What follows belongs to an exercise in optimizing a design on an open flow for small area, a short achievable clock period and few clock cycles per item; a production flow would make more cautious choices. Function not checked in this run: the RTL went through the layout flow alone. No activity file was given, so power comes from the tool's default toggle rates.

==> flow/design.v <==
module PE (
    input  logic [8:0]  one,
    input  logic [7:0]  two,
    input  logic [7:0]  neg,
    input  logic [15:0] b,
    input  logic        first_s,    
    input  logic        first_c,    
    input  logic [31:0] s_q,
    input  logic [31:0] c_q,
    output logic [31:0] s_out,
    output logic [31:0] c_out
);
    localparam logic [31:0] START = 32'h00020000;
    logic [31:0] s_in, c_in;
    assign s_in = first_s ? START : s_q;
    assign c_in = first_c ? 32'd0 : c_q;
    logic y1, y2, y3, y4, y5, y6, y7, y8, y9, y10, y11, y12, y13, y14, y15, y16, y17, nn18, y19, y20, y21, y22, y23, y24, y25, y26, y27, y28, y29, y30, y31, y32, y33, y34, y35, nn36, y37, y38, y39, y40, y41, y42, y43, y44, y45, y46, y47, y48, y49, y50, y51, y52, y53, nn54, y55, y56, y57, y58, y59, y60, y61, y62, y63, y64, y65, y66, y67, y68, y69, y70, y71, nn72, y73, y74, y75, y76, y77, y78, y79, y80, y81, y82, y83, y84, y85, y86, y87, y88, y89, nn90, y91, y92, y93, y94, y95, y96, y97, y98, y99, y100, y101, y102, y103, y104, y105, y106, y107, nn108, y109, y110, y111, y112, y113, y114, y115, y116, y117, y118, y119, y120, y121, y122, y123, y124, y125, nn126, y127, y128, y129, y130, y131, y132, y133, y134, y135, y136, y137, y138, y139, y140, y141, y142, y143, nn144, y145, y146, y147, y148, y149, y150, y151, y152, y153, y154, y155, y156, y157, y158, y159, y160, hs161, hc162, hs163, hc164, fs165, fc166, hs167, hc168, fs169, fc170, hs171, hc172, fs173, fc174, fs175, fc176, fs177, fc178, fs179, fc180, fs181, fc182, hs183, hc184, fs185, fc186, hs187, hc188, fs189, fc190, hs191, hc192, hs193, hc194, hs195, hc196, fs197, fc198, hs199, hc200, fs201, fc202, hs203, hc204, fs205, fc206, fs207, fc208, hs209, hc210, fs211, fc212, fs213, fc214, hs215, hc216, fs217, fc218, fs219, fc220, fs221, fc222, fs223, fc224, fs225, fc226, fs227, fc228, fs229, fc230, fs231, fc232, fs233, fc234, fs235, fc236, fs237, fc238, fs239, fc240, fs241, fc242, fs243, fc244, fs245, fc246, fs247, fc248, fs249, fc250, fs251, fc252, fs253, fc254, fs255, fc256, fs257, fc258, fs259, fc260, fs261, fc262, fs263, fc264, fs265, fc266, fs267, fc268, fs269, fc270, fs271, fc272, fs273, fc274, fs275, fc276, fs277, fc278, fs279, fc280, fs281, fc282, fs283, fc284, fs285, fc286, hs287, hc288, fs289, fc290, fs291, fc292, fs293, fc294, hs295, hc296, fs297, fc298, hs299, hc300, hs301, hc302, hs303, hc304, fs305, fc306, hs307, hc308, fs309, fc310, hs311, hc312, fs313, fc314, fs315, fc316, fs317, fc318, fs319, fc320, fs321, fc322, fs323, fc324, fs325, fc326, fs327, fc328, fs329, fc330, fs331, fc332, fs333, fc334, fs335, fc336, fs337, fc338, fs339, fc340, fs341, fc342, fs343, fc344, fs345, fc346, fs347, fc348, fs349, fc350, fs351, fc352, fs353, fc354, fs355, fc356, fs357, fc358, fs359, fc360, fs361, fc362, fs363, fc364, fs365, fc366, fs367, fc368, fs369, fc370, fs371, fc372, fs373, fc374, fs375, fc376, fs377, fc378, fs379, fc380, fs381, fc382, fs383, fc384, fs385, fc386, fs387, fc388, fs389, fc390, fs391, fc392, fs393, fc394, fs395, fc396, fs397, fc398, fs399, fc400, fs401, fc402, fs403, fc404, fs405, fc406, hs407, hc408, fs409, fc410, hs411, hc412, hs413, hc414, hs415, hc416, fs417, fc418, fs419, fc420, fs421, fc422, fs423, fc424, fs425, fc426, fs427, fc428, fs429, fc430, fs431, fc432, fs433, fc434, fs435, fc436, fs437, fc438, fs439, fc440, fs441, fc442, fs443, fc444, fs445, fc446, fs447, fc448, fs449, fc450, fs451, fc452, fs453, fc454, fs455, fc456, fs457, fc458, fs459, fc460, fs461, fc462, fs463, fc464, fs465, fc466, fs467, fc468, fs469, fc470, fs471, fc472, fs473, fc474, fs475, fc476, hs477, hc478, fs479, fc480, fs481, fc482, fs483, fc484, fs485, fc486, fs487, fc488, fs489, fc490, fs491, fc492, fs493, fc494, fs495, fc496, fs497, fc498, fs499, fc500, fs501, fc502, fs503, fc504, fs505, fc506, fs507, fc508, fs509, fc510, fs511, fc512, fs513, fc514, fs515, fc516, fs517, fc518, fs519, fc520, fs521, fc522, fs523, fc524, fs525, fc526, fs527, fc528, fs529, fc530, fs531, fc532, fs533, fc534, fs535, fc536, fs537, fc538, fs539, fc540;
    assign y1 = (one[0] & b[0]) ^ neg[0];
    assign y2 = ((one[0] & b[1]) | (two[0] & b[0])) ^ neg[0];
    assign y3 = ((one[0] & b[2]) | (two[0] & b[1])) ^ neg[0];
    assign y4 = ((one[0] & b[3]) | (two[0] & b[2])) ^ neg[0];
    assign y5 = ((one[0] & b[4]) | (two[0] & b[3])) ^ neg[0];
    assign y6 = ((one[0] & b[5]) | (two[0] & b[4])) ^ neg[0];
    assign y7 = ((one[0] & b[6]) | (two[0] & b[5])) ^ neg[0];
    assign y8 = ((one[0] & b[7]) | (two[0] & b[6])) ^ neg[0];
    assign y9 = ((one[0] & b[8]) | (two[0] & b[7])) ^ neg[0];
    assign y10 = ((one[0] & b[9]) | (two[0] & b[8])) ^ neg[0];
    assign y11 = ((one[0] & b[10]) | (two[0] & b[9])) ^ neg[0];
    assign y12 = ((one[0] & b[11]) | (two[0] & b[10])) ^ neg[0];
    assign y13 = ((one[0] & b[12]) | (two[0] & b[11])) ^ neg[0];
    assign y14 = ((one[0] & b[13]) | (two[0] & b[12])) ^ neg[0];
    assign y15 = ((one[0] & b[14]) | (two[0] & b[13])) ^ neg[0];
    assign y16 = ((one[0] & b[15]) | (two[0] & b[14])) ^ neg[0];
    assign y17 = (two[0] & b[15]) ^ neg[0];
    assign nn18 = ~neg[0];
    assign y19 = (one[1] & b[0]) ^ neg[1];
    assign y20 = ((one[1] & b[1]) | (two[1] & b[0])) ^ neg[1];
    assign y21 = ((one[1] & b[2]) | (two[1] & b[1])) ^ neg[1];
    assign y22 = ((one[1] & b[3]) | (two[1] & b[2])) ^ neg[1];
    assign y23 = ((one[1] & b[4]) | (two[1] & b[3])) ^ neg[1];
    assign y24 = ((one[1] & b[5]) | (two[1] & b[4])) ^ neg[1];
    assign y25 = ((one[1] & b[6]) | (two[1] & b[5])) ^ neg[1];
    assign y26 = ((one[1] & b[7]) | (two[1] & b[6])) ^ neg[1];
    assign y27 = ((one[1] & b[8]) | (two[1] & b[7])) ^ neg[1];
    assign y28 = ((one[1] & b[9]) | (two[1] & b[8])) ^ neg[1];
    assign y29 = ((one[1] & b[10]) | (two[1] & b[9])) ^ neg[1];
    assign y30 = ((one[1] & b[11]) | (two[1] & b[10])) ^ neg[1];
    assign y31 = ((one[1] & b[12]) | (two[1] & b[11])) ^ neg[1];
    assign y32 = ((one[1] & b[13]) | (two[1] & b[12])) ^ neg[1];
    assign y33 = ((one[1] & b[14]) | (two[1] & b[13])) ^ neg[1];
    assign y34 = ((one[1] & b[15]) | (two[1] & b[14])) ^ neg[1];
    assign y35 = (two[1] & b[15]) ^ neg[1];
    assign nn36 = ~neg[1];
    assign y37 = (one[2] & b[0]) ^ neg[2];
    assign y38 = ((one[2] & b[1]) | (two[2] & b[0])) ^ neg[2];
    assign y39 = ((one[2] & b[2]) | (two[2] & b[1])) ^ neg[2];
    assign y40 = ((one[2] & b[3]) | (two[2] & b[2])) ^ neg[2];
    assign y41 = ((one[2] & b[4]) | (two[2] & b[3])) ^ neg[2];
    assign y42 = ((one[2] & b[5]) | (two[2] & b[4])) ^ neg[2];
    assign y43 = ((one[2] & b[6]) | (two[2] & b[5])) ^ neg[2];
    assign y44 = ((one[2] & b[7]) | (two[2] & b[6])) ^ neg[2];
    assign y45 = ((one[2] & b[8]) | (two[2] & b[7])) ^ neg[2];
    assign y46 = ((one[2] & b[9]) | (two[2] & b[8])) ^ neg[2];
    assign y47 = ((one[2] & b[10]) | (two[2] & b[9])) ^ neg[2];
    assign y48 = ((one[2] & b[11]) | (two[2] & b[10])) ^ neg[2];
    assign y49 = ((one[2] & b[12]) | (two[2] & b[11])) ^ neg[2];
    assign y50 = ((one[2] & b[13]) | (two[2] & b[12])) ^ neg[2];
    assign y51 = ((one[2] & b[14]) | (two[2] & b[13])) ^ neg[2];
    assign y52 = ((one[2] & b[15]) | (two[2] & b[14])) ^ neg[2];
    assign y53 = (two[2] & b[15]) ^ neg[2];
    assign nn54 = ~neg[2];
    assign y55 = (one[3] & b[0]) ^ neg[3];
    assign y56 = ((one[3] & b[1]) | (two[3] & b[0])) ^ neg[3];
    assign y57 = ((one[3] & b[2]) | (two[3] & b[1])) ^ neg[3];
    assign y58 = ((one[3] & b[3]) | (two[3] & b[2])) ^ neg[3];
    assign y59 = ((one[3] & b[4]) | (two[3] & b[3])) ^ neg[3];
    assign y60 = ((one[3] & b[5]) | (two[3] & b[4])) ^ neg[3];
    assign y61 = ((one[3] & b[6]) | (two[3] & b[5])) ^ neg[3];
    assign y62 = ((one[3] & b[7]) | (two[3] & b[6])) ^ neg[3];
    assign y63 = ((one[3] & b[8]) | (two[3] & b[7])) ^ neg[3];
    assign y64 = ((one[3] & b[9]) | (two[3] & b[8])) ^ neg[3];
    assign y65 = ((one[3] & b[10]) | (two[3] & b[9])) ^ neg[3];
    assign y66 = ((one[3] & b[11]) | (two[3] & b[10])) ^ neg[3];
    assign y67 = ((one[3] & b[12]) | (two[3] & b[11])) ^ neg[3];
    assign y68 = ((one[3] & b[13]) | (two[3] & b[12])) ^ neg[3];
    assign y69 = ((one[3] & b[14]) | (two[3] & b[13])) ^ neg[3];
    assign y70 = ((one[3] & b[15]) | (two[3] & b[14])) ^ neg[3];
    assign y71 = (two[3] & b[15]) ^ neg[3];
    assign nn72 = ~neg[3];
    assign y73 = (one[4] & b[0]) ^ neg[4];
    assign y74 = ((one[4] & b[1]) | (two[4] & b[0])) ^ neg[4];
    assign y75 = ((one[4] & b[2]) | (two[4] & b[1])) ^ neg[4];
    assign y76 = ((one[4] & b[3]) | (two[4] & b[2])) ^ neg[4];
    assign y77 = ((one[4] & b[4]) | (two[4] & b[3])) ^ neg[4];
    assign y78 = ((one[4] & b[5]) | (two[4] & b[4])) ^ neg[4];
    assign y79 = ((one[4] & b[6]) | (two[4] & b[5])) ^ neg[4];
    assign y80 = ((one[4] & b[7]) | (two[4] & b[6])) ^ neg[4];
    assign y81 = ((one[4] & b[8]) | (two[4] & b[7])) ^ neg[4];
    assign y82 = ((one[4] & b[9]) | (two[4] & b[8])) ^ neg[4];
    assign y83 = ((one[4] & b[10]) | (two[4] & b[9])) ^ neg[4];
    assign y84 = ((one[4] & b[11]) | (two[4] & b[10])) ^ neg[4];
    assign y85 = ((one[4] & b[12]) | (two[4] & b[11])) ^ neg[4];
    assign y86 = ((one[4] & b[13]) | (two[4] & b[12])) ^ neg[4];
    assign y87 = ((one[4] & b[14]) | (two[4] & b[13])) ^ neg[4];
    assign y88 = ((one[4] & b[15]) | (two[4] & b[14])) ^ neg[4];
    assign y89 = (two[4] & b[15]) ^ neg[4];
    assign nn90 = ~neg[4];
    assign y91 = (one[5] & b[0]) ^ neg[5];
    assign y92 = ((one[5] & b[1]) | (two[5] & b[0])) ^ neg[5];
    assign y93 = ((one[5] & b[2]) | (two[5] & b[1])) ^ neg[5];
    assign y94 = ((one[5] & b[3]) | (two[5] & b[2])) ^ neg[5];
    assign y95 = ((one[5] & b[4]) | (two[5] & b[3])) ^ neg[5];
    assign y96 = ((one[5] & b[5]) | (two[5] & b[4])) ^ neg[5];
    assign y97 = ((one[5] & b[6]) | (two[5] & b[5])) ^ neg[5];
    assign y98 = ((one[5] & b[7]) | (two[5] & b[6])) ^ neg[5];
    assign y99 = ((one[5] & b[8]) | (two[5] & b[7])) ^ neg[5];
    assign y100 = ((one[5] & b[9]) | (two[5] & b[8])) ^ neg[5];
    assign y101 = ((one[5] & b[10]) | (two[5] & b[9])) ^ neg[5];
    assign y102 = ((one[5] & b[11]) | (two[5] & b[10])) ^ neg[5];
    assign y103 = ((one[5] & b[12]) | (two[5] & b[11])) ^ neg[5];
    assign y104 = ((one[5] & b[13]) | (two[5] & b[12])) ^ neg[5];
    assign y105 = ((one[5] & b[14]) | (two[5] & b[13])) ^ neg[5];
    assign y106 = ((one[5] & b[15]) | (two[5] & b[14])) ^ neg[5];
    assign y107 = (two[5] & b[15]) ^ neg[5];
    assign nn108 = ~neg[5];
    assign y109 = (one[6] & b[0]) ^ neg[6];
    assign y110 = ((one[6] & b[1]) | (two[6] & b[0])) ^ neg[6];
    assign y111 = ((one[6] & b[2]) | (two[6] & b[1])) ^ neg[6];
    assign y112 = ((one[6] & b[3]) | (two[6] & b[2])) ^ neg[6];
    assign y113 = ((one[6] & b[4]) | (two[6] & b[3])) ^ neg[6];
    assign y114 = ((one[6] & b[5]) | (two[6] & b[4])) ^ neg[6];
    assign y115 = ((one[6] & b[6]) | (two[6] & b[5])) ^ neg[6];
    assign y116 = ((one[6] & b[7]) | (two[6] & b[6])) ^ neg[6];
    assign y117 = ((one[6] & b[8]) | (two[6] & b[7])) ^ neg[6];
    assign y118 = ((one[6] & b[9]) | (two[6] & b[8])) ^ neg[6];
    assign y119 = ((one[6] & b[10]) | (two[6] & b[9])) ^ neg[6];
    assign y120 = ((one[6] & b[11]) | (two[6] & b[10])) ^ neg[6];
    assign y121 = ((one[6] & b[12]) | (two[6] & b[11])) ^ neg[6];
    assign y122 = ((one[6] & b[13]) | (two[6] & b[12])) ^ neg[6];
    assign y123 = ((one[6] & b[14]) | (two[6] & b[13])) ^ neg[6];
    assign y124 = ((one[6] & b[15]) | (two[6] & b[14])) ^ neg[6];
    assign y125 = (two[6] & b[15]) ^ neg[6];
    assign nn126 = ~neg[6];
    assign y127 = (one[7] & b[0]) ^ neg[7];
    assign y128 = ((one[7] & b[1]) | (two[7] & b[0])) ^ neg[7];
    assign y129 = ((one[7] & b[2]) | (two[7] & b[1])) ^ neg[7];
    assign y130 = ((one[7] & b[3]) | (two[7] & b[2])) ^ neg[7];
    assign y131 = ((one[7] & b[4]) | (two[7] & b[3])) ^ neg[7];
    assign y132 = ((one[7] & b[5]) | (two[7] & b[4])) ^ neg[7];
    assign y133 = ((one[7] & b[6]) | (two[7] & b[5])) ^ neg[7];
    assign y134 = ((one[7] & b[7]) | (two[7] & b[6])) ^ neg[7];
    assign y135 = ((one[7] & b[8]) | (two[7] & b[7])) ^ neg[7];
    assign y136 = ((one[7] & b[9]) | (two[7] & b[8])) ^ neg[7];
    assign y137 = ((one[7] & b[10]) | (two[7] & b[9])) ^ neg[7];
    assign y138 = ((one[7] & b[11]) | (two[7] & b[10])) ^ neg[7];
    assign y139 = ((one[7] & b[12]) | (two[7] & b[11])) ^ neg[7];
    assign y140 = ((one[7] & b[13]) | (two[7] & b[12])) ^ neg[7];
    assign y141 = ((one[7] & b[14]) | (two[7] & b[13])) ^ neg[7];
    assign y142 = ((one[7] & b[15]) | (two[7] & b[14])) ^ neg[7];
    assign y143 = (two[7] & b[15]) ^ neg[7];
    assign nn144 = ~neg[7];
    assign y145 = one[8] & b[0];
    assign y146 = one[8] & b[1];
    assign y147 = one[8] & b[2];
    assign y148 = one[8] & b[3];
    assign y149 = one[8] & b[4];
    assign y150 = one[8] & b[5];
    assign y151 = one[8] & b[6];
    assign y152 = one[8] & b[7];
    assign y153 = one[8] & b[8];
    assign y154 = one[8] & b[9];
    assign y155 = one[8] & b[10];
    assign y156 = one[8] & b[11];
    assign y157 = one[8] & b[12];
    assign y158 = one[8] & b[13];
    assign y159 = one[8] & b[14];
    assign y160 = one[8] & b[15];
    assign hs161 = neg[6] ^ y13;
    assign hc162 = neg[6] & y13;
    assign hs163 = y14 ^ y30;
    assign hc164 = y14 & y30;
    assign fs165 = neg[7] ^ y15 ^ y31;
    assign fc166 = (neg[7] & y15) | (neg[7] & y31) | (y15 & y31);
    assign hs167 = y47 ^ y63;
    assign hc168 = y47 & y63;
    assign fs169 = y16 ^ y32 ^ y48;
    assign fc170 = (y16 & y32) | (y16 & y48) | (y32 & y48);
    assign hs171 = y64 ^ y80;
    assign hc172 = y64 & y80;
    assign fs173 = y17 ^ y33 ^ y49;
    assign fc174 = (y17 & y33) | (y17 & y49) | (y33 & y49);
    assign fs175 = y65 ^ y81 ^ y97;
    assign fc176 = (y65 & y81) | (y65 & y97) | (y81 & y97);
    assign fs177 = nn18 ^ y34 ^ y50;
    assign fc178 = (nn18 & y34) | (nn18 & y50) | (y34 & y50);
    assign fs179 = y66 ^ y82 ^ y98;
    assign fc180 = (y66 & y82) | (y66 & y98) | (y82 & y98);
    assign fs181 = y35 ^ y51 ^ y67;
    assign fc182 = (y35 & y51) | (y35 & y67) | (y51 & y67);
    assign hs183 = y83 ^ y99;
    assign hc184 = y83 & y99;
    assign fs185 = nn36 ^ y52 ^ y68;
    assign fc186 = (nn36 & y52) | (nn36 & y68) | (y52 & y68);
    assign hs187 = y84 ^ y100;
    assign hc188 = y84 & y100;
    assign fs189 = y53 ^ y69 ^ y85;
    assign fc190 = (y53 & y69) | (y53 & y85) | (y69 & y85);
    assign hs191 = nn54 ^ y70;
    assign hc192 = nn54 & y70;
    assign hs193 = neg[3] ^ y7;
    assign hc194 = neg[3] & y7;
    assign hs195 = y8 ^ y24;
    assign hc196 = y8 & y24;
    assign fs197 = neg[4] ^ y9 ^ y25;
    assign fc198 = (neg[4] & y9) | (neg[4] & y25) | (y9 & y25);
    assign hs199 = y41 ^ y57;
    assign hc200 = y41 & y57;
    assign fs201 = y10 ^ y26 ^ y42;
    assign fc202 = (y10 & y26) | (y10 & y42) | (y26 & y42);
    assign hs203 = y58 ^ y74;
    assign hc204 = y58 & y74;
    assign fs205 = neg[5] ^ y11 ^ y27;
    assign fc206 = (neg[5] & y11) | (neg[5] & y27) | (y11 & y27);
    assign fs207 = y43 ^ y59 ^ y75;
    assign fc208 = (y43 & y59) | (y43 & y75) | (y59 & y75);
    assign hs209 = y91 ^ s_in[10];
    assign hc210 = y91 & s_in[10];
    assign fs211 = y12 ^ y28 ^ y44;
    assign fc212 = (y12 & y28) | (y12 & y44) | (y28 & y44);
    assign fs213 = y60 ^ y76 ^ y92;
    assign fc214 = (y60 & y76) | (y60 & y92) | (y76 & y92);
    assign hs215 = s_in[11] ^ c_in[11];
    assign hc216 = s_in[11] & c_in[11];
    assign fs217 = y29 ^ y45 ^ y61;
    assign fc218 = (y29 & y45) | (y29 & y61) | (y45 & y61);
    assign fs219 = y77 ^ y93 ^ y109;
    assign fc220 = (y77 & y93) | (y77 & y109) | (y93 & y109);
    assign fs221 = hs161 ^ s_in[12] ^ c_in[12];
    assign fc222 = (hs161 & s_in[12]) | (hs161 & c_in[12]) | (s_in[12] & c_in[12]);
    assign fs223 = y46 ^ y62 ^ y78;
    assign fc224 = (y46 & y62) | (y46 & y78) | (y62 & y78);
    assign fs225 = y94 ^ y110 ^ hc162;
    assign fc226 = (y94 & y110) | (y94 & hc162) | (y110 & hc162);
    assign fs227 = hs163 ^ s_in[13] ^ c_in[13];
    assign fc228 = (hs163 & s_in[13]) | (hs163 & c_in[13]) | (s_in[13] & c_in[13]);
    assign fs229 = y79 ^ y95 ^ y111;
    assign fc230 = (y79 & y95) | (y79 & y111) | (y95 & y111);
    assign fs231 = y127 ^ hc164 ^ hs167;
    assign fc232 = (y127 & hc164) | (y127 & hs167) | (hc164 & hs167);
    assign fs233 = fs165 ^ s_in[14] ^ c_in[14];
    assign fc234 = (fs165 & s_in[14]) | (fs165 & c_in[14]) | (s_in[14] & c_in[14]);
    assign fs235 = y96 ^ y112 ^ y128;
    assign fc236 = (y96 & y112) | (y96 & y128) | (y112 & y128);
    assign fs237 = hc168 ^ hs171 ^ fc166;
    assign fc238 = (hc168 & hs171) | (hc168 & fc166) | (hs171 & fc166);
    assign fs239 = fs169 ^ s_in[15] ^ c_in[15];
    assign fc240 = (fs169 & s_in[15]) | (fs169 & c_in[15]) | (s_in[15] & c_in[15]);
    assign fs241 = y113 ^ y129 ^ y145;
    assign fc242 = (y113 & y129) | (y113 & y145) | (y129 & y145);
    assign fs243 = hc172 ^ fc170 ^ fs173;
    assign fc244 = (hc172 & fc170) | (hc172 & fs173) | (fc170 & fs173);
    assign fs245 = fs175 ^ s_in[16] ^ c_in[16];
    assign fc246 = (fs175 & s_in[16]) | (fs175 & c_in[16]) | (s_in[16] & c_in[16]);
    assign fs247 = y114 ^ y130 ^ y146;
    assign fc248 = (y114 & y130) | (y114 & y146) | (y130 & y146);
    assign fs249 = fc174 ^ fc176 ^ fs177;
    assign fc250 = (fc174 & fc176) | (fc174 & fs177) | (fc176 & fs177);
    assign fs251 = fs179 ^ s_in[17] ^ c_in[17];
    assign fc252 = (fs179 & s_in[17]) | (fs179 & c_in[17]) | (s_in[17] & c_in[17]);
    assign fs253 = y115 ^ y131 ^ y147;
    assign fc254 = (y115 & y131) | (y115 & y147) | (y131 & y147);
    assign fs255 = hs183 ^ fc178 ^ fc180;
    assign fc256 = (hs183 & fc178) | (hs183 & fc180) | (fc178 & fc180);
    assign fs257 = fs181 ^ s_in[18] ^ c_in[18];
    assign fc258 = (fs181 & s_in[18]) | (fs181 & c_in[18]) | (s_in[18] & c_in[18]);
    assign fs259 = y116 ^ y132 ^ y148;
    assign fc260 = (y116 & y132) | (y116 & y148) | (y132 & y148);
    assign fs261 = hc184 ^ hs187 ^ fc182;
    assign fc262 = (hc184 & hs187) | (hc184 & fc182) | (hs187 & fc182);
    assign fs263 = fs185 ^ s_in[19] ^ c_in[19];
    assign fc264 = (fs185 & s_in[19]) | (fs185 & c_in[19]) | (s_in[19] & c_in[19]);
    assign fs265 = y101 ^ y117 ^ y133;
    assign fc266 = (y101 & y117) | (y101 & y133) | (y117 & y133);
    assign fs267 = y149 ^ hc188 ^ fc186;
    assign fc268 = (y149 & hc188) | (y149 & fc186) | (hc188 & fc186);
    assign fs269 = fs189 ^ s_in[20] ^ c_in[20];
    assign fc270 = (fs189 & s_in[20]) | (fs189 & c_in[20]) | (s_in[20] & c_in[20]);
    assign fs271 = y86 ^ y102 ^ y118;
    assign fc272 = (y86 & y102) | (y86 & y118) | (y102 & y118);
    assign fs273 = y134 ^ y150 ^ hs191;
    assign fc274 = (y134 & y150) | (y134 & hs191) | (y150 & hs191);
    assign fs275 = fc190 ^ s_in[21] ^ c_in[21];
    assign fc276 = (fc190 & s_in[21]) | (fc190 & c_in[21]) | (s_in[21] & c_in[21]);
    assign fs277 = y71 ^ y87 ^ y103;
    assign fc278 = (y71 & y87) | (y71 & y103) | (y87 & y103);
    assign fs279 = y119 ^ y135 ^ y151;
    assign fc280 = (y119 & y135) | (y119 & y151) | (y135 & y151);
    assign fs281 = hc192 ^ s_in[22] ^ c_in[22];
    assign fc282 = (hc192 & s_in[22]) | (hc192 & c_in[22]) | (s_in[22] & c_in[22]);
    assign fs283 = nn72 ^ y88 ^ y104;
    assign fc284 = (nn72 & y88) | (nn72 & y104) | (y88 & y104);
    assign fs285 = y120 ^ y136 ^ y152;
    assign fc286 = (y120 & y136) | (y120 & y152) | (y136 & y152);
    assign hs287 = s_in[23] ^ c_in[23];
    assign hc288 = s_in[23] & c_in[23];
    assign fs289 = y89 ^ y105 ^ y121;
    assign fc290 = (y89 & y105) | (y89 & y121) | (y105 & y121);
    assign fs291 = y137 ^ y153 ^ s_in[24];
    assign fc292 = (y137 & y153) | (y137 & s_in[24]) | (y153 & s_in[24]);
    assign fs293 = nn90 ^ y106 ^ y122;
    assign fc294 = (nn90 & y106) | (nn90 & y122) | (y106 & y122);
    assign hs295 = y138 ^ y154;
    assign hc296 = y138 & y154;
    assign fs297 = y107 ^ y123 ^ y139;
    assign fc298 = (y107 & y123) | (y107 & y139) | (y123 & y139);
    assign hs299 = nn108 ^ y124;
    assign hc300 = nn108 & y124;
    assign hs301 = neg[1] ^ y3;
    assign hc302 = neg[1] & y3;
    assign hs303 = y4 ^ y20;
    assign hc304 = y4 & y20;
    assign fs305 = neg[2] ^ y5 ^ y21;
    assign fc306 = (neg[2] & y5) | (neg[2] & y21) | (y5 & y21);
    assign hs307 = y37 ^ s_in[4];
    assign hc308 = y37 & s_in[4];
    assign fs309 = y6 ^ y22 ^ y38;
    assign fc310 = (y6 & y22) | (y6 & y38) | (y22 & y38);
    assign hs311 = s_in[5] ^ c_in[5];
    assign hc312 = s_in[5] & c_in[5];
    assign fs313 = y23 ^ y39 ^ y55;
    assign fc314 = (y23 & y39) | (y23 & y55) | (y39 & y55);
    assign fs315 = hs193 ^ s_in[6] ^ c_in[6];
    assign fc316 = (hs193 & s_in[6]) | (hs193 & c_in[6]) | (s_in[6] & c_in[6]);
    assign fs317 = y40 ^ y56 ^ hc194;
    assign fc318 = (y40 & y56) | (y40 & hc194) | (y56 & hc194);
    assign fs319 = hs195 ^ s_in[7] ^ c_in[7];
    assign fc320 = (hs195 & s_in[7]) | (hs195 & c_in[7]) | (s_in[7] & c_in[7]);
    assign fs321 = y73 ^ hc196 ^ hs199;
    assign fc322 = (y73 & hc196) | (y73 & hs199) | (hc196 & hs199);
    assign fs323 = fs197 ^ s_in[8] ^ c_in[8];
    assign fc324 = (fs197 & s_in[8]) | (fs197 & c_in[8]) | (s_in[8] & c_in[8]);
    assign fs325 = hc200 ^ hs203 ^ fc198;
    assign fc326 = (hc200 & hs203) | (hc200 & fc198) | (hs203 & fc198);
    assign fs327 = fs201 ^ s_in[9] ^ c_in[9];
    assign fc328 = (fs201 & s_in[9]) | (fs201 & c_in[9]) | (s_in[9] & c_in[9]);
    assign fs329 = hc204 ^ fc202 ^ fs205;
    assign fc330 = (hc204 & fc202) | (hc204 & fs205) | (fc202 & fs205);
    assign fs331 = fs207 ^ c_in[10] ^ hs209;
    assign fc332 = (fs207 & c_in[10]) | (fs207 & hs209) | (c_in[10] & hs209);
    assign fs333 = fc206 ^ fc208 ^ fs211;
    assign fc334 = (fc206 & fc208) | (fc206 & fs211) | (fc208 & fs211);
    assign fs335 = fs213 ^ hc210 ^ hs215;
    assign fc336 = (fs213 & hc210) | (fs213 & hs215) | (hc210 & hs215);
    assign fs337 = fc212 ^ fc214 ^ fs217;
    assign fc338 = (fc212 & fc214) | (fc212 & fs217) | (fc214 & fs217);
    assign fs339 = fs219 ^ hc216 ^ fs221;
    assign fc340 = (fs219 & hc216) | (fs219 & fs221) | (hc216 & fs221);
    assign fs341 = fc218 ^ fc220 ^ fs223;
    assign fc342 = (fc218 & fc220) | (fc218 & fs223) | (fc220 & fs223);
    assign fs343 = fs225 ^ fc222 ^ fs227;
    assign fc344 = (fs225 & fc222) | (fs225 & fs227) | (fc222 & fs227);
    assign fs345 = fc224 ^ fs229 ^ fc226;
    assign fc346 = (fc224 & fs229) | (fc224 & fc226) | (fs229 & fc226);
    assign fs347 = fs231 ^ fc228 ^ fs233;
    assign fc348 = (fs231 & fc228) | (fs231 & fs233) | (fc228 & fs233);
    assign fs349 = fc230 ^ fs235 ^ fc232;
    assign fc350 = (fc230 & fs235) | (fc230 & fc232) | (fs235 & fc232);
    assign fs351 = fs237 ^ fc234 ^ fs239;
    assign fc352 = (fs237 & fc234) | (fs237 & fs239) | (fc234 & fs239);
    assign fs353 = fc236 ^ fs241 ^ fc238;
    assign fc354 = (fc236 & fs241) | (fc236 & fc238) | (fs241 & fc238);
    assign fs355 = fs243 ^ fc240 ^ fs245;
    assign fc356 = (fs243 & fc240) | (fs243 & fs245) | (fc240 & fs245);
    assign fs357 = fc242 ^ fs247 ^ fc244;
    assign fc358 = (fc242 & fs247) | (fc242 & fc244) | (fs247 & fc244);
    assign fs359 = fs249 ^ fc246 ^ fs251;
    assign fc360 = (fs249 & fc246) | (fs249 & fs251) | (fc246 & fs251);
    assign fs361 = fc248 ^ fs253 ^ fs255;
    assign fc362 = (fc248 & fs253) | (fc248 & fs255) | (fs253 & fs255);
    assign fs363 = fc250 ^ fc252 ^ fs257;
    assign fc364 = (fc250 & fc252) | (fc250 & fs257) | (fc252 & fs257);
    assign fs365 = fc254 ^ fs259 ^ fc256;
    assign fc366 = (fc254 & fs259) | (fc254 & fc256) | (fs259 & fc256);
    assign fs367 = fs261 ^ fc258 ^ fs263;
    assign fc368 = (fs261 & fc258) | (fs261 & fs263) | (fc258 & fs263);
    assign fs369 = fc260 ^ fs265 ^ fc262;
    assign fc370 = (fc260 & fs265) | (fc260 & fc262) | (fs265 & fc262);
    assign fs371 = fs267 ^ fc264 ^ fs269;
    assign fc372 = (fs267 & fc264) | (fs267 & fs269) | (fc264 & fs269);
    assign fs373 = fc266 ^ fs271 ^ fs273;
    assign fc374 = (fc266 & fs271) | (fc266 & fs273) | (fs271 & fs273);
    assign fs375 = fc268 ^ fc270 ^ fs275;
    assign fc376 = (fc268 & fc270) | (fc268 & fs275) | (fc270 & fs275);
    assign fs377 = fc272 ^ fs277 ^ fs279;
    assign fc378 = (fc272 & fs277) | (fc272 & fs279) | (fs277 & fs279);
    assign fs379 = fc274 ^ fc276 ^ fs281;
    assign fc380 = (fc274 & fc276) | (fc274 & fs281) | (fc276 & fs281);
    assign fs381 = fc278 ^ fc280 ^ fs283;
    assign fc382 = (fc278 & fc280) | (fc278 & fs283) | (fc280 & fs283);
    assign fs383 = fs285 ^ hs287 ^ fc282;
    assign fc384 = (fs285 & hs287) | (fs285 & fc282) | (hs287 & fc282);
    assign fs385 = fc284 ^ fc286 ^ fs289;
    assign fc386 = (fc284 & fc286) | (fc284 & fs289) | (fc286 & fs289);
    assign fs387 = c_in[24] ^ hc288 ^ fs291;
    assign fc388 = (c_in[24] & hc288) | (c_in[24] & fs291) | (hc288 & fs291);
    assign fs389 = hs295 ^ fc290 ^ fs293;
    assign fc390 = (hs295 & fc290) | (hs295 & fs293) | (fc290 & fs293);
    assign fs391 = s_in[25] ^ c_in[25] ^ fc292;
    assign fc392 = (s_in[25] & c_in[25]) | (s_in[25] & fc292) | (c_in[25] & fc292);
    assign fs393 = y155 ^ hc296 ^ fc294;
    assign fc394 = (y155 & hc296) | (y155 & fc294) | (hc296 & fc294);
    assign fs395 = fs297 ^ s_in[26] ^ c_in[26];
    assign fc396 = (fs297 & s_in[26]) | (fs297 & c_in[26]) | (s_in[26] & c_in[26]);
    assign fs397 = y140 ^ y156 ^ hs299;
    assign fc398 = (y140 & y156) | (y140 & hs299) | (y156 & hs299);
    assign fs399 = fc298 ^ s_in[27] ^ c_in[27];
    assign fc400 = (fc298 & s_in[27]) | (fc298 & c_in[27]) | (s_in[27] & c_in[27]);
    assign fs401 = y125 ^ y141 ^ y157;
    assign fc402 = (y125 & y141) | (y125 & y157) | (y141 & y157);
    assign fs403 = hc300 ^ s_in[28] ^ c_in[28];
    assign fc404 = (hc300 & s_in[28]) | (hc300 & c_in[28]) | (s_in[28] & c_in[28]);
    assign fs405 = nn126 ^ y142 ^ y158;
    assign fc406 = (nn126 & y142) | (nn126 & y158) | (y142 & y158);
    assign hs407 = s_in[29] ^ c_in[29];
    assign hc408 = s_in[29] & c_in[29];
    assign fs409 = y143 ^ y159 ^ s_in[30];
    assign fc410 = (y143 & y159) | (y143 & s_in[30]) | (y159 & s_in[30]);
    assign hs411 = nn144 ^ y160;
    assign hc412 = nn144 & y160;
    assign hs413 = neg[0] ^ y1;
    assign hc414 = neg[0] & y1;
    assign hs415 = y2 ^ s_in[1];
    assign hc416 = y2 & s_in[1];
    assign fs417 = y19 ^ hs301 ^ s_in[2];
    assign fc418 = (y19 & hs301) | (y19 & s_in[2]) | (hs301 & s_in[2]);
    assign fs419 = hc302 ^ hs303 ^ s_in[3];
    assign fc420 = (hc302 & hs303) | (hc302 & s_in[3]) | (hs303 & s_in[3]);
    assign fs421 = hc304 ^ fs305 ^ c_in[4];
    assign fc422 = (hc304 & fs305) | (hc304 & c_in[4]) | (fs305 & c_in[4]);
    assign fs423 = fc306 ^ fs309 ^ hc308;
    assign fc424 = (fc306 & fs309) | (fc306 & hc308) | (fs309 & hc308);
    assign fs425 = fc310 ^ fs313 ^ hc312;
    assign fc426 = (fc310 & fs313) | (fc310 & hc312) | (fs313 & hc312);
    assign fs427 = fc314 ^ fs317 ^ fc316;
    assign fc428 = (fc314 & fs317) | (fc314 & fc316) | (fs317 & fc316);
    assign fs429 = fc318 ^ fs321 ^ fc320;
    assign fc430 = (fc318 & fs321) | (fc318 & fc320) | (fs321 & fc320);
    assign fs431 = fc322 ^ fs325 ^ fc324;
    assign fc432 = (fc322 & fs325) | (fc322 & fc324) | (fs325 & fc324);
    assign fs433 = fc326 ^ fs329 ^ fc328;
    assign fc434 = (fc326 & fs329) | (fc326 & fc328) | (fs329 & fc328);
    assign fs435 = fc330 ^ fs333 ^ fc332;
    assign fc436 = (fc330 & fs333) | (fc330 & fc332) | (fs333 & fc332);
    assign fs437 = fc334 ^ fs337 ^ fc336;
    assign fc438 = (fc334 & fs337) | (fc334 & fc336) | (fs337 & fc336);
    assign fs439 = fc338 ^ fs341 ^ fc340;
    assign fc440 = (fc338 & fs341) | (fc338 & fc340) | (fs341 & fc340);
    assign fs441 = fc342 ^ fs345 ^ fc344;
    assign fc442 = (fc342 & fs345) | (fc342 & fc344) | (fs345 & fc344);
    assign fs443 = fc346 ^ fs349 ^ fc348;
    assign fc444 = (fc346 & fs349) | (fc346 & fc348) | (fs349 & fc348);
    assign fs445 = fc350 ^ fs353 ^ fc352;
    assign fc446 = (fc350 & fs353) | (fc350 & fc352) | (fs353 & fc352);
    assign fs447 = fc354 ^ fs357 ^ fc356;
    assign fc448 = (fc354 & fs357) | (fc354 & fc356) | (fs357 & fc356);
    assign fs449 = fc358 ^ fs361 ^ fc360;
    assign fc450 = (fc358 & fs361) | (fc358 & fc360) | (fs361 & fc360);
    assign fs451 = fs365 ^ fc362 ^ fc364;
    assign fc452 = (fs365 & fc362) | (fs365 & fc364) | (fc362 & fc364);
    assign fs453 = fc366 ^ fs369 ^ fc368;
    assign fc454 = (fc366 & fs369) | (fc366 & fc368) | (fs369 & fc368);
    assign fs455 = fc370 ^ fs373 ^ fc372;
    assign fc456 = (fc370 & fs373) | (fc370 & fc372) | (fs373 & fc372);
    assign fs457 = fs377 ^ fc374 ^ fc376;
    assign fc458 = (fs377 & fc374) | (fs377 & fc376) | (fc374 & fc376);
    assign fs459 = fc378 ^ fs381 ^ fs383;
    assign fc460 = (fc378 & fs381) | (fc378 & fs383) | (fs381 & fs383);
    assign fs461 = fc382 ^ fs385 ^ fc384;
    assign fc462 = (fc382 & fs385) | (fc382 & fc384) | (fs385 & fc384);
    assign fs463 = fc386 ^ fs389 ^ fs391;
    assign fc464 = (fc386 & fs389) | (fc386 & fs391) | (fs389 & fs391);
    assign fs465 = fs393 ^ fc390 ^ fs395;
    assign fc466 = (fs393 & fc390) | (fs393 & fs395) | (fc390 & fs395);
    assign fs467 = fs397 ^ fc394 ^ fc396;
    assign fc468 = (fs397 & fc394) | (fs397 & fc396) | (fc394 & fc396);
    assign fs469 = fs401 ^ fc398 ^ fc400;
    assign fc470 = (fs401 & fc398) | (fs401 & fc400) | (fc398 & fc400);
    assign fs471 = fc402 ^ fs405 ^ hs407;
    assign fc472 = (fc402 & fs405) | (fc402 & hs407) | (fs405 & hs407);
    assign fs473 = fc406 ^ c_in[30] ^ hc408;
    assign fc474 = (fc406 & c_in[30]) | (fc406 & hc408) | (c_in[30] & hc408);
    assign fs475 = hs411 ^ s_in[31] ^ c_in[31];
    assign fc476 = (hs411 & s_in[31]) | (hs411 & c_in[31]) | (s_in[31] & c_in[31]);
    assign hs477 = hs413 ^ s_in[0];
    assign hc478 = hs413 & s_in[0];
    assign fs479 = hc414 ^ c_in[1] ^ hs415;
    assign fc480 = (hc414 & c_in[1]) | (hc414 & hs415) | (c_in[1] & hs415);
    assign fs481 = c_in[2] ^ hc416 ^ fs417;
    assign fc482 = (c_in[2] & hc416) | (c_in[2] & fs417) | (hc416 & fs417);
    assign fs483 = c_in[3] ^ fc418 ^ fs419;
    assign fc484 = (c_in[3] & fc418) | (c_in[3] & fs419) | (fc418 & fs419);
    assign fs485 = hs307 ^ fc420 ^ fs421;
    assign fc486 = (hs307 & fc420) | (hs307 & fs421) | (fc420 & fs421);
    assign fs487 = hs311 ^ fc422 ^ fs423;
    assign fc488 = (hs311 & fc422) | (hs311 & fs423) | (fc422 & fs423);
    assign fs489 = fs315 ^ fc424 ^ fs425;
    assign fc490 = (fs315 & fc424) | (fs315 & fs425) | (fc424 & fs425);
    assign fs491 = fs319 ^ fc426 ^ fs427;
    assign fc492 = (fs319 & fc426) | (fs319 & fs427) | (fc426 & fs427);
    assign fs493 = fs323 ^ fc428 ^ fs429;
    assign fc494 = (fs323 & fc428) | (fs323 & fs429) | (fc428 & fs429);
    assign fs495 = fs327 ^ fc430 ^ fs431;
    assign fc496 = (fs327 & fc430) | (fs327 & fs431) | (fc430 & fs431);
    assign fs497 = fs331 ^ fc432 ^ fs433;
    assign fc498 = (fs331 & fc432) | (fs331 & fs433) | (fc432 & fs433);
    assign fs499 = fs335 ^ fc434 ^ fs435;
    assign fc500 = (fs335 & fc434) | (fs335 & fs435) | (fc434 & fs435);
    assign fs501 = fs339 ^ fc436 ^ fs437;
    assign fc502 = (fs339 & fc436) | (fs339 & fs437) | (fc436 & fs437);
    assign fs503 = fs343 ^ fc438 ^ fs439;
    assign fc504 = (fs343 & fc438) | (fs343 & fs439) | (fc438 & fs439);
    assign fs505 = fs347 ^ fc440 ^ fs441;
    assign fc506 = (fs347 & fc440) | (fs347 & fs441) | (fc440 & fs441);
    assign fs507 = fs351 ^ fc442 ^ fs443;
    assign fc508 = (fs351 & fc442) | (fs351 & fs443) | (fc442 & fs443);
    assign fs509 = fs355 ^ fc444 ^ fs445;
    assign fc510 = (fs355 & fc444) | (fs355 & fs445) | (fc444 & fs445);
    assign fs511 = fs359 ^ fc446 ^ fs447;
    assign fc512 = (fs359 & fc446) | (fs359 & fs447) | (fc446 & fs447);
    assign fs513 = fs363 ^ fc448 ^ fs449;
    assign fc514 = (fs363 & fc448) | (fs363 & fs449) | (fc448 & fs449);
    assign fs515 = fs367 ^ fc450 ^ fs451;
    assign fc516 = (fs367 & fc450) | (fs367 & fs451) | (fc450 & fs451);
    assign fs517 = fs371 ^ fc452 ^ fs453;
    assign fc518 = (fs371 & fc452) | (fs371 & fs453) | (fc452 & fs453);
    assign fs519 = fs375 ^ fc454 ^ fs455;
    assign fc520 = (fs375 & fc454) | (fs375 & fs455) | (fc454 & fs455);
    assign fs521 = fs379 ^ fc456 ^ fs457;
    assign fc522 = (fs379 & fc456) | (fs379 & fs457) | (fc456 & fs457);
    assign fs523 = fc380 ^ fc458 ^ fs459;
    assign fc524 = (fc380 & fc458) | (fc380 & fs459) | (fc458 & fs459);
    assign fs525 = fs387 ^ fs461 ^ fc460;
    assign fc526 = (fs387 & fs461) | (fs387 & fc460) | (fs461 & fc460);
    assign fs527 = fc388 ^ fc462 ^ fs463;
    assign fc528 = (fc388 & fc462) | (fc388 & fs463) | (fc462 & fs463);
    assign fs529 = fc392 ^ fs465 ^ fc464;
    assign fc530 = (fc392 & fs465) | (fc392 & fc464) | (fs465 & fc464);
    assign fs531 = fs399 ^ fs467 ^ fc466;
    assign fc532 = (fs399 & fs467) | (fs399 & fc466) | (fs467 & fc466);
    assign fs533 = fs403 ^ fc468 ^ fs469;
    assign fc534 = (fs403 & fc468) | (fs403 & fs469) | (fc468 & fs469);
    assign fs535 = fc404 ^ fs471 ^ fc470;
    assign fc536 = (fc404 & fs471) | (fc404 & fc470) | (fs471 & fc470);
    assign fs537 = fs409 ^ fs473 ^ fc472;
    assign fc538 = (fs409 & fs473) | (fs409 & fc472) | (fs473 & fc472);
    assign fs539 = fc410 ^ fs475 ^ fc474;
    assign fc540 = (fc410 & fs475) | (fc410 & fc474) | (fs475 & fc474);
    assign s_out = {fs539, fs537, fs535, fs533, fs531, fs529, fs527, fs525, fs523, fs521, fs519, fs517, fs515, fs513, fs511, fs509, fs507, fs505, fs503, fs501, fs499, fs497, fs495, fs493, fs491, fs489, fs487, fs485, fs483, fs481, fs479, hs477};
    assign c_out = {fc538, fc536, fc534, fc532, fc530, fc528, fc526, fc524, fc522, fc520, fc518, fc516, fc514, fc512, fc510, fc508, fc506, fc504, fc502, fc500, fc498, fc496, fc494, fc492, fc490, fc488, fc486, fc484, fc482, fc480, hc478, c_in[0]};
endmodule
module systolic_array (
    input  logic        clk,
    input  logic [1:0]  first,     
    input  logic [8:0]  one,
    input  logic [7:0]  two,
    input  logic [7:0]  neg,
    input  logic [47:0] b,
    output logic [95:0] sum
);
    logic [2:0][31:0] s_q, c_q, s_d, c_d;
    PE pe0 (
        .one(one), .two(two), .neg(neg), .b(b[15:0]),
        .first_s(first[0]), .first_c(first[0]),
        .s_q(s_q[0]), .c_q(c_q[0]), .s_out(s_d[0]), .c_out(c_d[0])
    );
    PE pe1 (
        .one(one), .two(two), .neg(neg), .b(b[31:16]),
        .first_s(first[1]), .first_c(first[1]),
        .s_q(s_q[1]), .c_q(c_q[1]), .s_out(s_d[1]), .c_out(c_d[1])
    );
    PE pe2 (
        .one(one), .two(two), .neg(neg), .b(b[47:32]),
        .first_s(first[0]), .first_c(first[1]),
        .s_q(s_q[2]), .c_q(c_q[2]), .s_out(s_d[2]), .c_out(c_d[2])
    );
    always_ff @(posedge clk) begin
        s_q <= s_d;
        c_q <= c_d;
        for (int j = 0; j < 3; j++) sum[32*j +: 32] <= s_q[j] + c_q[j];
    end
endmodule
module systolic_array_top #(
    parameter DATAWIDTH = 16,
    parameter N_SIZE = 3
) (
    input  logic clk,
    input  logic rst_n,
    input  logic valid_in,
    input  logic [N_SIZE*DATAWIDTH-1:0] matrix_a_in,    
    input  logic [N_SIZE*DATAWIDTH-1:0] matrix_b_in,    
    output logic valid_out,
    output logic [N_SIZE*DATAWIDTH*2-1:0] matrix_c_out
);
    logic [3:0] cnt;
    logic       first_c, first_k;
    logic [2:0] k;
    always_ff @(posedge clk) begin
        first_c <= (cnt == 4'd0 && valid_in) || cnt == 4'd3 || cnt == 4'd6;
        k       <= cnt == 4'd0 ? 3'b001 : {k[1:0], k[2]};
    end
    assign first_k = k[0];
    always_ff @(posedge clk, negedge rst_n) begin
        if (!rst_n) begin
            cnt       <= 4'd0;
            valid_out <= 1'b0;
        end else begin
            if (cnt == 4'd0) begin
                if (valid_in) cnt <= 4'd1;
            end else if (cnt != 4'd11) begin
                cnt <= cnt + 4'd1;
            end
            valid_out <= cnt == 4'd4 || cnt == 4'd7 || cnt == 4'd10;
        end
    end
    logic [15:0]      a_next;
    logic [16:0]      a_pad;
    logic [2:0][15:0] a1, a2;
    logic [2:0][47:0] b;
    logic [8:0]       one;
    logic [7:0]       two, neg;
    assign a_next = valid_in ? matrix_a_in[15:0] : a1[2];
    assign a_pad  = {a_next, 1'b0};
    always_ff @(posedge clk) begin
        for (int i = 0; i < 8; i++) begin
            one[i] <= a_pad[2*i+1] ^ a_pad[2*i];
            two[i] <= (a_pad[2*i+2] & ~a_pad[2*i+1] & ~a_pad[2*i])
                    | (~a_pad[2*i+2] & a_pad[2*i+1] & a_pad[2*i]);
            neg[i] <= a_pad[2*i+2];
        end
        one[8] <= a_next[15];
        a1[0] <= valid_in ? matrix_a_in[31:16] : a2[2];
        a1[1] <= a1[0];
        a1[2] <= a1[1];
        a2[0] <= matrix_a_in[47:32];
        a2[1] <= a2[0];
        a2[2] <= a2[1];
        b[0]  <= valid_in ? matrix_b_in : b[2];
        b[1]  <= b[0];
        b[2]  <= b[1];
    end
    systolic_array u_array (
        .clk  (clk),
        .first({first_k, first_c}),
        .one  (one),
        .two  (two),
        .neg  (neg),
        .b    (b[0]),
        .sum  (matrix_c_out)
    );
endmodule
==> flow/flow/run.sh <==
#!/bin/bash
# The standard layout, with timing repair aiming at a 3.5 ns period (setup
# margin 6.5 ns on the 10 ns clock) instead of the 10 ns period itself, and
# the port buffers made with buf_2 cells.
set -euo pipefail
bash standard.sh finish SETUP_SLACK_MARGIN=6.5 "BUFFER_PORTS_ARGS=-buffer_cell sky130_fd_sc_hd__buf_2" > flow.log 2>&1
==> flow/standard.sh <==
#!/bin/bash
# synth_recipe.tcl (not shown) runs the flow's synth.tcl, then flattens the netlist and writes it again
# the make line also repeats each setting of config.mk as NAME=value (left out here)
make -C /OpenROAD-flow-scripts/flow DESIGN_CONFIG=/design/flow/config.mk WORK_HOME=/design/flow/orfs CLKGATE_MAP_FILE= SYNTH_SCRIPT=/design/flow/synth_recipe.tcl "${@:-finish}"
==> flow/config.mk <==
export PLATFORM = sky130hd
export DESIGN_NAME = systolic_array_top
export DESIGN_NICKNAME = systolic_array_top
export VERILOG_FILES = /design/flow/design.v
export SDC_FILE = /design/flow/constraint.sdc
export NUM_CORES = 4
export LEC_CHECK = 0
export CAP_MARGIN = 20
export CORE_MARGIN = 2
export CORE_UTILIZATION = 40
export SLEW_MARGIN = 20
==> flow/constraint.sdc <==
create_clock -name core_clock -period 10.0 [get_ports {clk}]
set_input_delay 2.0000 -clock core_clock [delete_from_list [all_inputs] [get_ports {clk}]]
set_output_delay 2.0000 -clock core_clock [all_outputs]
set_load 0.01 [all_outputs]
==> notes.md <==
-- cells by family (layout without fill, tap and decap cells) --
logic type                 count (synthesis)  after routing  share of synthesized area [%]
buffers and inverters                    868           1077                           8.48
xor gates and xnor gates                 508            508                           11.6
muxes                                     83             83                           2.38
adders and majority gates                656            656                           30.9
DFF                                      558            558                           29.1
AOI/OAI and AO/OA                        599            599                           11.2
and+or+nand+nor                          462            462                           6.40
other                                      0              5                              0
-- power breakdown --
part	leakage, nW	internal, mW	total (mW)	switching (mW)
sequential	4.73	3.35	3.81	0.459
clock	1.07	1.48	2.47	0.987
combinational	14.5	5.53	12.8	7.24
-- cells in the final DEF, fill, tap and decap left out, drive strengths merged, types with 11 or more instances in the layout --
| cell type | count |
|---|---|
| nor2b | 119 |
| o21ai | 52 |
| fa | 492 |
| and2 | 31 |
| xnor2 | 435 |
| nand2b | 85 |
| ha | 164 |
| o21a | 12 |
| nand4 | 11 |
| nand3 | 18 |
| dfxtp | 553 |
| bufbuf | 22 |
| buf | 329 |
| o21bai | 11 |
| nor2 | 52 |
| inv | 608 |
| a22oi | 360 |
| a21oi | 79 |
| a21o | 29 |
| clkbuf | 87 |
| mux2 | 68 |
| nand2 | 114 |
| mux2i | 15 |
| clkinv | 14 |
| xor2 | 73 |
-- worst min-delay path by stage --
stage | to | slack (ns)
2_1_floorplan | a1[16]$_DFF_P_ | 0.31
3_3_place_gp | a1[36]$_DFF_P_ | 0.31
3_5_place_dp | b[122]$_DFF_P_ | 0.31
4_1_cts | b[103]$_DFF_P_ | 0.32
5_1_grt | b[143]$_DFF_P_ | 0.33
6_report | b[106]$_DFF_P_ | 0.32
-- registers in the layout, indices dropped and copies added, names as in the netlist --
| register | count |
|---|---|
| first_c | 1 |
| valid_out | 1 |
| u_array.sum | 96 |
| one | 9 |
| neg | 7 |
| u_array.c_q | 93 |
| a2 | 48 |
| a1 | 48 |
| k | 3 |
| cnt | 4 |
| u_array.s_q | 96 |
| two | 8 |
| b | 144 |
-- worst max-delay path, stage by stage (launching register included) --
cell     delay (ns)
dfxtp_4        0.35
buf_12         0.16
a22oi_2        0.28
xor2_2         0.45
fa_2           0.56
inv_2          0.09
fa_2           0.43
fa_2           0.36
inv_2          0.06
fa_1           0.40
inv_1          0.08
fa_1           0.39
-- per-layer routing --
metal | global-route usage [%] | vias up | share of wire, %
met1 | 29.7 | 13596 | 40
met4 | 12.6 | 10 | 6.4
met2 | 35.1 | 1320 | 43
met3 | 6.50 | 448 | 10
li1 | - | 12168 | -
met5 | 0 | - | 0.049
-- cell type report --
class	count	area, um2
timing repair buffer	355	3570
multi-input combinational	2308	24700
sequential	558	11400
inverter	608	2340
tap	1265	1580
fill	8685	49300
clock buffer	83	1740
clock inverter	30	504
antenna	5	12.5
timing repair inverter	1	11.3
-- what timing repair did --
item | in CTS | in global routing
setup buffers | 52 | 23
setup endpoints to repair | 139 | 74
pin swaps | 20 | 93
gates cloned | 34 | 5
resized for setup | 198 | 180
-- stage by stage --
stage | utilization [%] | area (um2) | total power [mW]
CTS | 47.2 | 44900 | 18.9
global route | 48.2 | 45800 | 21.4
global placement | 42.5 | 40400 | 15.6
finish | 48.2 | 45900 | 19.0
floorplan | - | 38700 | 12.7
detailed placement | 42.5 | 40400 | 16.0
==> metrics.cfg <==
[run_status]
status = timing/DRC/antenna clean

[worst_setup_path]
crit_start = two[0]$_DFF_P_
end_kind = flop
rr_endpoint = u_array.s_q[48]$_DFF_P_
cp_data_required_time_ns = 10.55
r2r_slack_ns = 6.26
crit_path_start_kind = flop
crit_arrival_ns = 4.29
criticalPathCategory = reg2reg
reg2regPathDepth = 11
cp_max_fo = 12
endpoint = u_array.s_q[48]$_DFF_P_
reg2reg_from = two[0]$_DFF_P_

[logic_synthesis]
synth_most_common_cell = inv_1
syn_inst = 3734
synthTopCellsByCount = 603 x inv_1, 553 x dfxtp_1, 492 x fa_1
synth-seq-cells = 558
synth_edf_count = 0
synth_area_leader_cell = dfxtp_1
ys_types = 67
synth_nets = 4489
ys.flop_type = dfxtp_1
ys_seq_area_share_pct = 29.1
netlist.area_leader.share_pct = 28.8
async_flop_share_pct = 0.896
ys_warn_count = 2
synthesis.area_um2 = 38500
avgSynthCellArea_um2 = 10.3
synth_area_leaders = dfxtp_1 29%, fa_1 26%, xnor2_1 9.9%

[timing]
finalSetupTns_ns = 0
timing.final.crit_share_pct = 37.4
period_needed_ns = 3.74
max_freq_mhz = 268
timing.hold.ws_ns = 0.319
hold_viol = 0
relSlewSlack_pct = 49.7
finalSetupViolCount = 0
rsz0062_at_grt = yes
setup_ws_ns = 6.26
fin_skew_ns = 0.0231
worst_pin_slew_ns = 0.745
drv_slew = 0

[hold_path]
hold_class = reg2reg
min_from = b[58]$_DFF_P_
hold_depth = 0

[route]
drc = 0
ant_nets = 0
wl_um = 114000
vias = 27542
drt_iter0_markers = 2201
drt-vias-per-instance = 5.28
drtPass1Iterations = 6
routedWlPerCell_um = 21.9

[place]
placedCellCount = 4981
dpl_worst_slack_ns = 5.10
port_buffers = 195
hpwl_um = 67500
gp_congestion = 0.805

[cts]
ctsHoldBuffers = 0
cts_sinks = 558
cts-root-buf = clkbuf_16
htree_levels = 2
numCtsBuffers = 61
path_clk_slew_ns = 0.06
cts_tree = done
clock_latency_ns = 0.68
cts_buffer_depth = 3

[global_route]
antenna_found_initial = 9
track_usage_pct = 23.1
grt_pass1_vias = 29019
grt.overflow.total = 0
grt_max_degree = 63
grt_pass1_wl_um = 174000

[power_and_ir_drop]
p_leak_nw = 20.3
irDropWorstVdd_uv = 201
powerDensity_nw_per_um2 = 415

[floorplan]
die_x_um = 314
dieArea_um2 = 98700
die-height_um = 314
start_util_pct = 40.4
core-area_um2 = 95200
pin_count = 196
rows = 113

[layout]
drive_gt1_share_pct = 19.9
area_growth_pct = 19.2
fin_nets = 4648
finalNonFillerCells = 5213

[job]
maxCapViolCount = 0

re-timing with driven ports:
The results above use ideal ports. As a check the final layout listed here was re-extracted and re-timed, cells and wires unchanged.
Step 1 assumes that a clkbuf_16 drives the clock port and a buf_2 every other input.
Step 2 also shifts input and output timing later by t, the mid clock arrival at the registers, as if the neighbouring blocks saw the same clock.
a / b / c = ideal ports / drivers / drivers and shift; a / b = the first two.
shift t [ns]: 0.741
setup WS [ns]: 6.262 / 6.262 / 6.075
worst setup path after step 2: input to register
worst slew at a driven data input, ns: 0.07
cell pins on the clock port's net: 1
After both steps this run still meets setup and hold. For this run, drivers alone change the setup slack by 0.000 ns; drivers and shift together by -0.187 ns.
